This design comes from an exercise in tuning for small area and a short achievable clock period on the open sky130 flow, not from production work.
The RTL of this run was laid out without a check of its function.
Power figures rest on the tool's default switching activity, not on a simulated workload.

$ cat design/flow/config.mk
export PLATFORM = sky130hd
export DESIGN_NAME = top_mips
export DESIGN_NICKNAME = top_mips
export VERILOG_FILES = /design/flow/design.v
export SDC_FILE = /design/flow/constraint.sdc
export NUM_CORES = 4
export LEC_CHECK = 0
export ABC_CLOCK_PERIOD_IN_PS = 8000
export CAP_MARGIN = 20
export CORE_MARGIN = 2
export CORE_UTILIZATION = 35
export SETUP_SLACK_MARGIN = 0.5
export SLEW_MARGIN = 20
$ cat design/flow/constraint.sdc
create_clock -name core_clock -period 10.0 [get_ports {clk}]
set_input_delay 2.0000 -clock core_clock [delete_from_list [all_inputs] [get_ports {clk}]]
set_output_delay 2.0000 -clock core_clock [all_outputs]
set_load 0.01 [all_outputs]
$ cat design/flow/design.v
module top_mips (
    input wire clk,
    input wire reset,
    output wire [31:0] imem_addr,
    input wire [31:0] imem_rdata,
    output wire [31:0] dmem_addr,
    output wire [31:0] dmem_wdata,
    output wire dmem_we,
    input wire [31:0] dmem_rdata,
    output wire [31:0] aluresout,
    output wire [31:0] shift_resultout,
    output wire [31:0] GP_DATA_INout
);
    reg [31:0] PC;
    wire [31:0] PC_plus_4;
    reg [31:0] next_PC;
    wire [1:0] PC_MUX_SEL;
    wire [31:0] instruction;
    wire [31:0] immediate_extended;
    wire [15:0] immediate;
    wire [25:0] jump_index;
    wire [4:0] RS, RT, RD;
    wire [4:0] CAD;
    wire [4:0] shamt;
    wire [31:0] portA_data, portB_data;
    reg [31:0] GP_data_in;
    wire GP_WE;
    wire [1:0] GP_MUX_SEL;
    wire [31:0] ALU_result;
    wire [31:0] ALU_operand_B;
    wire [3:0] ALU_function;
    wire ALU_OP_MUX_SEL;
    wire [2:0] af;
    wire [31:0] shift_result;
    wire [1:0] shift_function;
    wire [31:0] memory_data_out;
    wire memory_WE;
    wire E;  
    wire branch_taken;
    wire [31:0] branch_target;
    wire [31:0] jump_target;
    reg E_delayed;
    reg GP_WE_delayed;
    reg [4:0] CAD_delayed;
    reg [31:0] data_in_delayed;
    assign RS = instruction[25:21];
    assign RT = instruction[20:16];
    assign RD = instruction[15:11];
    assign immediate = instruction[15:0];
    assign jump_index = instruction[25:0];
    assign shamt = instruction[10:6];
    assign PC_plus_4 = PC + 32'd4;
    assign branch_target = PC_plus_4 + (immediate_extended << 2);
    assign jump_target = {PC_plus_4[31:28], jump_index, 2'b00};
    always @(*) begin
        case (PC_MUX_SEL)
            2'b00: next_PC = PC_plus_4;               
            2'b01: next_PC = branch_taken ? branch_target : PC_plus_4;  
            2'b10: next_PC = jump_target;              
            2'b11: next_PC = portA_data;               
            default: next_PC = PC_plus_4;
        endcase
    end
    always @(posedge clk or posedge reset) begin
        if (reset)
            PC <= 32'h00000000;
        else
            PC <= next_PC;
    end
    always @(posedge clk or posedge reset) begin
        if (reset) begin
            E_delayed <= 1'b0;
            GP_WE_delayed <= 1'b0;
            CAD_delayed <= 5'b0;
            data_in_delayed <= 32'b0;
        end else begin
            E_delayed <= E;
            GP_WE_delayed <= GP_WE;
            CAD_delayed <= CAD;
            data_in_delayed <= GP_data_in;
        end
    end
    assign ALU_operand_B = ALU_OP_MUX_SEL ? immediate_extended : portB_data;
    always @(*) begin
        case (GP_MUX_SEL)
            2'b00: GP_data_in = ALU_result;           
            2'b01: GP_data_in = memory_data_out;      
            2'b10: GP_data_in = shift_result;         
            2'b11: GP_data_in = PC_plus_4;            
            default: GP_data_in = ALU_result;
        endcase
    end
    Memory_Module memory_inst (
        .clk(clk),
        .reset(reset),
        .address(ALU_result),
        .write_data(portB_data),
        .WE(memory_WE),
        .instruction_address(PC),
        .mem_instruction(imem_rdata),
        .mem_data(dmem_rdata),
        .instruction(instruction),
        .data_out(memory_data_out),
        .E(E)
    );
    Instruction_Decoder decoder_inst (
        .instruction(instruction),
        .PC_MUX_SEL(PC_MUX_SEL),
        .GP_MUX_SEL(GP_MUX_SEL),
        .ALU_OP_MUX_SEL(ALU_OP_MUX_SEL),
        .ALU_function(ALU_function),
        .shift_function(shift_function),
        .GP_WE(GP_WE),
        .memory_WE(memory_WE),
        .CAD(CAD),
        .af(af)
    );
    GP_Registers gp_inst (
        .clk(clk),
        .reset(reset),
        .portA_addr(RS),
        .portB_addr(RT),
        .write_addr(CAD_delayed),
        .write_data(data_in_delayed),
        .write_enable(E_delayed & GP_WE_delayed),
        .portA_data(portA_data),
        .portB_data(portB_data)
    );
    ALU alu_inst (
        .operand_A(portA_data),
        .operand_B(ALU_operand_B),
        .ALU_function(ALU_function),
        .result(ALU_result),
        .zero_flag(),
        .overflow_flag()
    );
    Shifter shifter_inst (
        .data_in(portB_data),
        .shift_amount(shamt),
        .shift_variable(portA_data[4:0]),
        .shift_function(shift_function),
        .result(shift_result)
    );
    Immediate_Extension ext_inst (
        .immediate(immediate),
        .extension_type(af[2]),
        .extended_immediate(immediate_extended)
    );
    BCE bce_inst (
        .portA_data(portA_data),
        .portB_data(portB_data),
        .instruction(instruction),
        .branch_taken(branch_taken)
    );
    assign aluresout = ALU_result;
    assign shift_resultout = shift_result;
    assign GP_DATA_INout = GP_data_in;
    assign imem_addr = PC;
    assign dmem_addr = ALU_result;
    assign dmem_wdata = portB_data;
    assign dmem_we = memory_WE;
endmodule
module Memory_Module (
    input wire clk,
    input wire reset,
    input wire [31:0] address,
    input wire [31:0] write_data,
    input wire WE,
    input wire [31:0] instruction_address,
    input wire [31:0] mem_instruction,
    input wire [31:0] mem_data,
    output reg [31:0] instruction,
    output reg [31:0] data_out,
    output reg E
);
    always @(posedge clk or posedge reset) begin
        if (reset) begin
            E <= 1'b0;
            instruction <= 32'b0;
        end else begin
            instruction <= mem_instruction;
            E <= 1'b1;
        end
    end
    always @(posedge clk) begin
        if (!WE)
            data_out <= mem_data;
    end
endmodule
module GP_Registers (
    input wire clk,
    input wire reset,
    input wire [4:0] portA_addr,
    input wire [4:0] portB_addr,
    input wire [4:0] write_addr,
    input wire [31:0] write_data,
    input wire write_enable,
    output wire [31:0] portA_data,
    output wire [31:0] portB_data
);
    reg [31:0] registers [0:31];
    integer i;
    always @(posedge clk or posedge reset) begin
        if (reset) begin
            for (i = 0; i < 32; i = i + 1)
                registers[i] <= 32'b0;
        end else if (write_enable && write_addr != 5'b0) begin
            registers[write_addr] <= write_data;
        end
    end
    assign portA_data = (portA_addr == 5'b0) ? 32'b0 : registers[portA_addr];
    assign portB_data = (portB_addr == 5'b0) ? 32'b0 : registers[portB_addr];
endmodule
module ALU (
    input wire [31:0] operand_A,
    input wire [31:0] operand_B,
    input wire [3:0] ALU_function,
    output reg [31:0] result,
    output wire zero_flag,
    output wire overflow_flag
);
    always @(*) begin
        case (ALU_function)
            4'b0000: result = operand_A + operand_B;      
            4'b0001: result = operand_A - operand_B;      
            4'b0010: result = operand_A & operand_B;      
            4'b0011: result = operand_A | operand_B;      
            4'b0100: result = operand_A ^ operand_B;      
            4'b0101: result = ~(operand_A | operand_B);   
            4'b0110: result = (operand_A < operand_B) ? 32'b1 : 32'b0;  
            4'b0111: result = ($unsigned(operand_A) < $unsigned(operand_B)) ? 32'b1 : 32'b0;  
            default: result = 32'b0;
        endcase
    end
    assign zero_flag = (result == 32'b0);
    assign overflow_flag = 1'b0;  
endmodule
module Shifter (
    input wire [31:0] data_in,
    input wire [4:0] shift_amount,
    input wire [4:0] shift_variable,
    input wire [1:0] shift_function,
    output reg [31:0] result
);
    wire [4:0] actual_shift = (shift_function[1]) ? shift_variable : shift_amount;
    always @(*) begin
        case (shift_function[0])
            1'b0: result = data_in << actual_shift;      
            1'b1: result = data_in >> actual_shift;      
            default: result = $signed(data_in) >>> actual_shift;  
        endcase
    end
endmodule
module Immediate_Extension (
    input wire [15:0] immediate,
    input wire extension_type,
    output wire [31:0] extended_immediate
);
    assign extended_immediate = extension_type ? 
                               {16'b0, immediate} :          
                               {{16{immediate[15]}}, immediate};  
endmodule
module BCE (
    input wire [31:0] portA_data,
    input wire [31:0] portB_data,
    input wire [31:0] instruction,
    output reg branch_taken
);
    wire [5:0] opcode = instruction[31:26];
    wire [4:0] rt = instruction[20:16];
    always @(*) begin
        case (opcode)
            6'b000001:  
                branch_taken = rt[0] ? ($signed(portA_data) >= 0) : ($signed(portA_data) < 0);
            6'b000100:  
                branch_taken = (portA_data == portB_data);
            6'b000101:  
                branch_taken = (portA_data != portB_data);
            6'b000110:  
                branch_taken = ($signed(portA_data) <= 0);
            6'b000111:  
                branch_taken = ($signed(portA_data) > 0);
            default: branch_taken = 1'b0;
        endcase
    end
endmodule
module Instruction_Decoder (
    input wire [31:0] instruction,
    output reg [1:0] PC_MUX_SEL,
    output reg [1:0] GP_MUX_SEL,
    output reg ALU_OP_MUX_SEL,
    output reg [3:0] ALU_function,
    output reg [1:0] shift_function,
    output reg GP_WE,
    output reg memory_WE,
    output reg [4:0] CAD,
    output reg [2:0] af
);
    wire [5:0] opcode = instruction[31:26];
    wire [5:0] funct = instruction[5:0];
    wire [4:0] rt = instruction[20:16];
    wire [4:0] rd = instruction[15:11];
    always @(*) begin
        PC_MUX_SEL = 2'b00;
        GP_MUX_SEL = 2'b00;
        ALU_OP_MUX_SEL = 1'b0;
        ALU_function = 4'b0000;
        shift_function = 2'b00;
        GP_WE = 1'b0;
        memory_WE = 1'b0;
        CAD = 5'b0;
        af = 3'b000;
        case (opcode)
            6'b000000: begin  
                GP_WE = 1'b1;
                CAD = rd;
                case (funct)
                    6'b100000: ALU_function = 4'b0000;  
                    6'b100010: ALU_function = 4'b0001;  
                    6'b100100: ALU_function = 4'b0010;  
                    6'b100101: ALU_function = 4'b0011;  
                    6'b100110: ALU_function = 4'b0100;  
                    6'b100111: ALU_function = 4'b0101;  
                    6'b101010: ALU_function = 4'b0110;  
                    6'b101011: ALU_function = 4'b0111;  
                    6'b000000: begin  
                        GP_MUX_SEL = 2'b10;
                        shift_function = 2'b00;
                    end
                    6'b000010: begin  
                        GP_MUX_SEL = 2'b10;
                        shift_function = 2'b01;
                    end
                    6'b001000: begin  
                        PC_MUX_SEL = 2'b11;
                        GP_WE = 1'b0;
                    end
                    6'b001001: begin  
                        PC_MUX_SEL = 2'b11;
                        GP_MUX_SEL = 2'b11;
                        CAD = 5'd31;
                    end
                endcase
            end
            6'b100011: begin  
                ALU_OP_MUX_SEL = 1'b1;
                GP_WE = 1'b1;
                GP_MUX_SEL = 2'b01;
                CAD = rt;
                af[2] = 1'b0;  
            end
            6'b101011: begin  
                ALU_OP_MUX_SEL = 1'b1;
                memory_WE = 1'b1;
                af[2] = 1'b0;  
            end
            6'b001000: begin  
                ALU_OP_MUX_SEL = 1'b1;
                GP_WE = 1'b1;
                CAD = rt;
                af[2] = 1'b0;  
            end
            6'b001100: begin  
                ALU_OP_MUX_SEL = 1'b1;
                ALU_function = 4'b0010;
                GP_WE = 1'b1;
                CAD = rt;
                af[2] = 1'b1;  
            end
            6'b001101: begin  
                ALU_OP_MUX_SEL = 1'b1;
                ALU_function = 4'b0011;
                GP_WE = 1'b1;
                CAD = rt;
                af[2] = 1'b1;  
            end
            6'b000001, 6'b000100, 6'b000101, 6'b000110, 6'b000111: begin
                PC_MUX_SEL = 2'b01;
            end
            6'b000010: begin  
                PC_MUX_SEL = 2'b10;
            end
            6'b000011: begin  
                PC_MUX_SEL = 2'b10;
                GP_WE = 1'b1;
                GP_MUX_SEL = 2'b11;
                CAD = 5'd31;
            end
        endcase
    end
endmodule
$ cat design/flow/run.sh
#!/bin/bash
# synth_recipe.tcl (not shown) runs the flow's synth.tcl, then flattens the netlist and writes it again
# the make line also repeats each setting of config.mk as NAME=value (left out here)
make -C /OpenROAD-flow-scripts/flow DESIGN_CONFIG=/design/flow/config.mk WORK_HOME=/design/flow/orfs CLKGATE_MAP_FILE= SYNTH_SCRIPT=/design/flow/synth_recipe.tcl finish
==> run notes <==
-- per-layer routing --
| layer | up-vias | track usage, % |
|---|---|---|
| met2 | 6871 | 54.2 |
| met1 | 36300 | 47.5 |
| met3 | 2067 | 18.3 |
| met4 | 54 | 30.3 |
| met5 | - | 0.368 |
| li1 | 27800 | - |
-- path summary, 6_finish.rpt --
kind                                        startpoint                         to  slack, ns
hold / removal                           memory_inst.E                  E_delayed       0.34
hold reg to reg                          memory_inst.E                  E_delayed       0.34
max in group asynchronous                        reset        data_in_delayed[31]       6.16
setup / recovery           memory_inst.instruction[22]          GP_DATA_INout[28]       0.44
min in group asynchronous                        reset  gp_inst.registers[10][12]       1.71
setup reg to reg           memory_inst.instruction[22]                     PC[29]       3.09
-- power groups by stage --
| stage | combinational, uW | clock (uW) | sequential (uW) |
|---|---|---|---|
| 6_report | 2220 | 5070 | 4910 |
| 3_3_place_gp | 2000 | 0 | 4980 |
| 2_1_floorplan | 1140 | 0 | 4860 |
| 3_5_place_dp | 2000 | 0 | 4980 |
| 4_1_cts | 2070 | 5070 | 4900 |
| 5_1_grt | 2270 | 5240 | 4920 |
-- registers in the layout, summed over array words and instances, names as in the netlist --
register / cells
CAD_delayed: 5
E_delayed: 1
GP_WE_delayed: 1
PC: 32
data_in_delayed: 32
gp_inst.registers: 992
memory_inst.E: 1
memory_inst.data_out: 32
memory_inst.instruction: 32
-- kinds of logic after synthesis --
group | after synthesis | share of synthesized area (%)
AO/OA/AOI/OAI | 1282 | 13.2
multiplexers | 1135 | 18.5
flip-flops | 1128 | 39.8
other | 1 | 0.00526
adder cells (fa/ha/maj) | 138 | 2.45
XOR/XNOR | 88 | 1.08
AND/OR/NAND/NOR | 2545 | 19.7
buffers and inverters | 882 | 5.31
-- timing repair --
item | CTS | global route
endpoints found under the hold margin | 0 | 0
buffers inserted | 45 | 50
setup endpoints to repair | 42 | 41
hold buffers | 0 | 0
cloned | 15 | 6
pin swaps | 16 | 27
resized for setup | 96 | 138
-- metrics by stage --
| stage | std cells | worst slack, ns | util, % | hold WS (ns) |
|---|---|---|---|---|
| after CTS | 10200 | 0.478 | 41.5 | 0.349 |
| after global routing | 10200 | 0.475 | 42.0 | 0.354 |
| after global placement | 9878 | 0.379 | 38.8 | 0.332 |
| after detailed placement | 9882 | 0.446 | 38.8 | 0.336 |
| final | 10300 | 0.442 | 42.1 | 0.345 |
| after floorplan | 7199 | -7.12 | - | 0.331 |
-- final cells by class --
cell class                 count  area (sq um)
fill                       19500        117000
multi-input combinational   5205         40500
sequential                  1128         28400
inverter                     144           548
clock buffer                 184          3780
antenna                       42           105
clock inverter                47           629
timing repair buffer         850          7810
tap                         2672          3340
-- synthesized netlist by cell type, types with 16 or more instances --
library cell	instances	area (sq um)
dfrtp_1	1096	27400
a221o_1	41	410
buf_4	44	330
a2bb2oi_1	49	429
mux2_2	1011	11400
nor4_1	80	500
nand2_1	242	908
ha_1	135	1690
a31oi_1	31	194
o22ai_1	29	181
a22o_1	23	201
inv_1	139	522
nor3b_1	16	120
a21o_1	49	368
or2_2	17	106
xnor2_1	60	526
and3_1	724	4530
and4_1	23	201
nand4_1	229	1430
buf_2	143	716
edfxtp_1	32	961
buf_1	82	308
mux4_2	43	968
nor2_1	308	1160
mux2i_1	80	801
nand3b_1	26	195
o21bai_1	16	120
a21oi_1	248	1240
nor2b_1	27	169
a221oi_1	118	1030
o211ai_1	27	203
nand2b_1	28	175
a2111oi_0	200	1750
buf_6	17	191
o21ai_0	142	711
a22oi_1	48	360
o21ai_1	31	155
o21a_1	21	158
nand3_1	653	3270
a211oi_1	23	173
nor3_1	50	250
and2_1	19	119
xor2_1	28	245
clkbuf_1	451	1690
or3_1	17	106
-- worst max-delay path, stage by stage, from the launching register on --
cell and delay, ns:
dfrtp_4 0.59, buf_4 0.25, nand3b_4 0.26, nor2_4 0.09
buf_4 0.19, buf_4 0.21, a2111oi_0 1.01, nand4_1 0.41
o21ai_4 0.58, inv_1 0.29, ha_1 0.31, inv_1 0.07
a21oi_1 0.07, a311oi_1 0.44, o21ai_0 0.27, buf_4 0.21
a211oi_1 0.22, o21ai_0 0.14, buf_4 0.18, nor2_4 0.21
nor2_1 0.08, buf_4 0.14, clkdlybuf4s50_1 0.48
==> results.tsv <==
metric	value	unit
first-pass GRT wire length	573	mm
core footprint	202000	sq um
DIE HEIGHT	455	um
CP Launch Type	register	
slew margin rel.	11.5	%
critical path class	register to output pin	
VDD IR-drop max	0.195	mV
antenna violations before repair	51	
vias per inst	7.12	
Hold Crit Depth	0	
Max Buffers Root-to-Sink	3	
Final GP Congestion	1.04	
clock-pin slew on the worst setup and hold paths	0.06	ns
clock skew	0.0514	ns
Remaining DRCs	0	
largest net degree at the start of global routing	156	
final setup vio count	0	
status	timing/DRC/antenna clean	
Final Hold Fails	0	
Distinct cells, synth	107	
antenna viol nets, final	0	
drt wl/cell	41.3	um
worst-margin pin slew	1.33	ns
crit path time final	9.56	ns
io pins	259	
DR vias	73100	
leakage power	0.0404	uW
syn_area_per_cell	9.90	sq um
Switching Fraction	31.7	%
sequential-to-total area share from yosys stat	39.8	%
H-Tree Depth	4	
share of post-route cells with drive strength above 1	28.7	%
FF-to-FF path depth	17	
Die Width	455	um
PwrDens	143	nW/um^2
HPWL reported at the end of detailed placement	276	mm
placed inst area	78500	sq um
setup TNS	0	ns
Layout Nets	7663	
Post-synth EDFFs	32	
Tot Pwr	12200	uW
Ys Warns	8	
max-cap violation count	0	
Metal-1 WL	151	mm
top layer in use	met5	
CTS tree	yes	
part of the power in registers	40.3	%
Clk pwr share	41.5	%
vias in the first global route	68000	
Cell Int Power	8330	uW
insertion delay to the later sink of the worst-skew pair	0.84	ns
commonest cells after routing, fill and taps aside	1075 x dfrtp_1, 1010 x mux2_2, 722 x and3_1	
required time worst endpoint	8.00	ns
Hold Crit Class	register to register	
CP max FO	15	
commonest non-fill, non-tap cell in the layout	dfrtp_1	
Finished Cell Area	85100	sq um
global route overflow	0	
Die ar.	207000	sq um
area grow syn2layout	19.4	%
Yosys reg bits	1128	
I/O Buffers	258	
CP arrival	7.56	ns
Initial Utilization	35.2	%
TritonRoute pass-1 iters	9	
Initial DRC Count	12800	
RSZ-0062 raised after global routing	yes	
Placement Rows	165	
post-synthesis cell count	7199	
P_sw	3870	uW
Combinational Power Share	18.2	%
Synth Flop Type	dfrtp_1	
Final Cycle Share	95.6	%
Setup crit end kind	output pin	
clk sinks	1128	
TritonCTS buffer count	130	
syn_nets	7403	
Clock Tree Root	clkbuf_16	
pins over their slew limit	0	
GR Util All Layers	39.5	%
DR WL met3	65.0	mm
Routed WL	424	mm
Async S/R FF share, synth	97.2	%
Post-Syn Area	71300	sq um
met2 routed WL	167	mm
fmax	105	MHz

## afterwards: timing with drivers on the ports
The results above use ideal ports. As a check the final layout listed here was re-extracted and re-timed, cells and wires unchanged.
Step 1 (the two cells are an assumption about what drives the block):
set clk [get_ports {clk}]
set_driving_cell -lib_cell sky130_fd_sc_hd__clkbuf_16 $clk
set_driving_cell -lib_cell sky130_fd_sc_hd__buf_2 [delete_from_list [all_inputs] $clk]
Step 2 adds t to the input delays and takes it off the output delays; t is the mean of the earliest and latest rising clock arrival at the registers after step 1. Input paths then give back, and output paths get back, about the clock's delay inside the block.
a / b / c = ideal / step 1 / step 2; a / b = the first two.
shift t [ns]: 0.907
slack for setup (ns): 0.442 / 0.351 / 1.257
latest minus earliest clock arrival (ns): 0.051 / 0.051
After both steps this run still meets setup and hold. For this run, drivers alone change the setup slack by -0.091 ns; drivers and shift together by +0.815 ns.
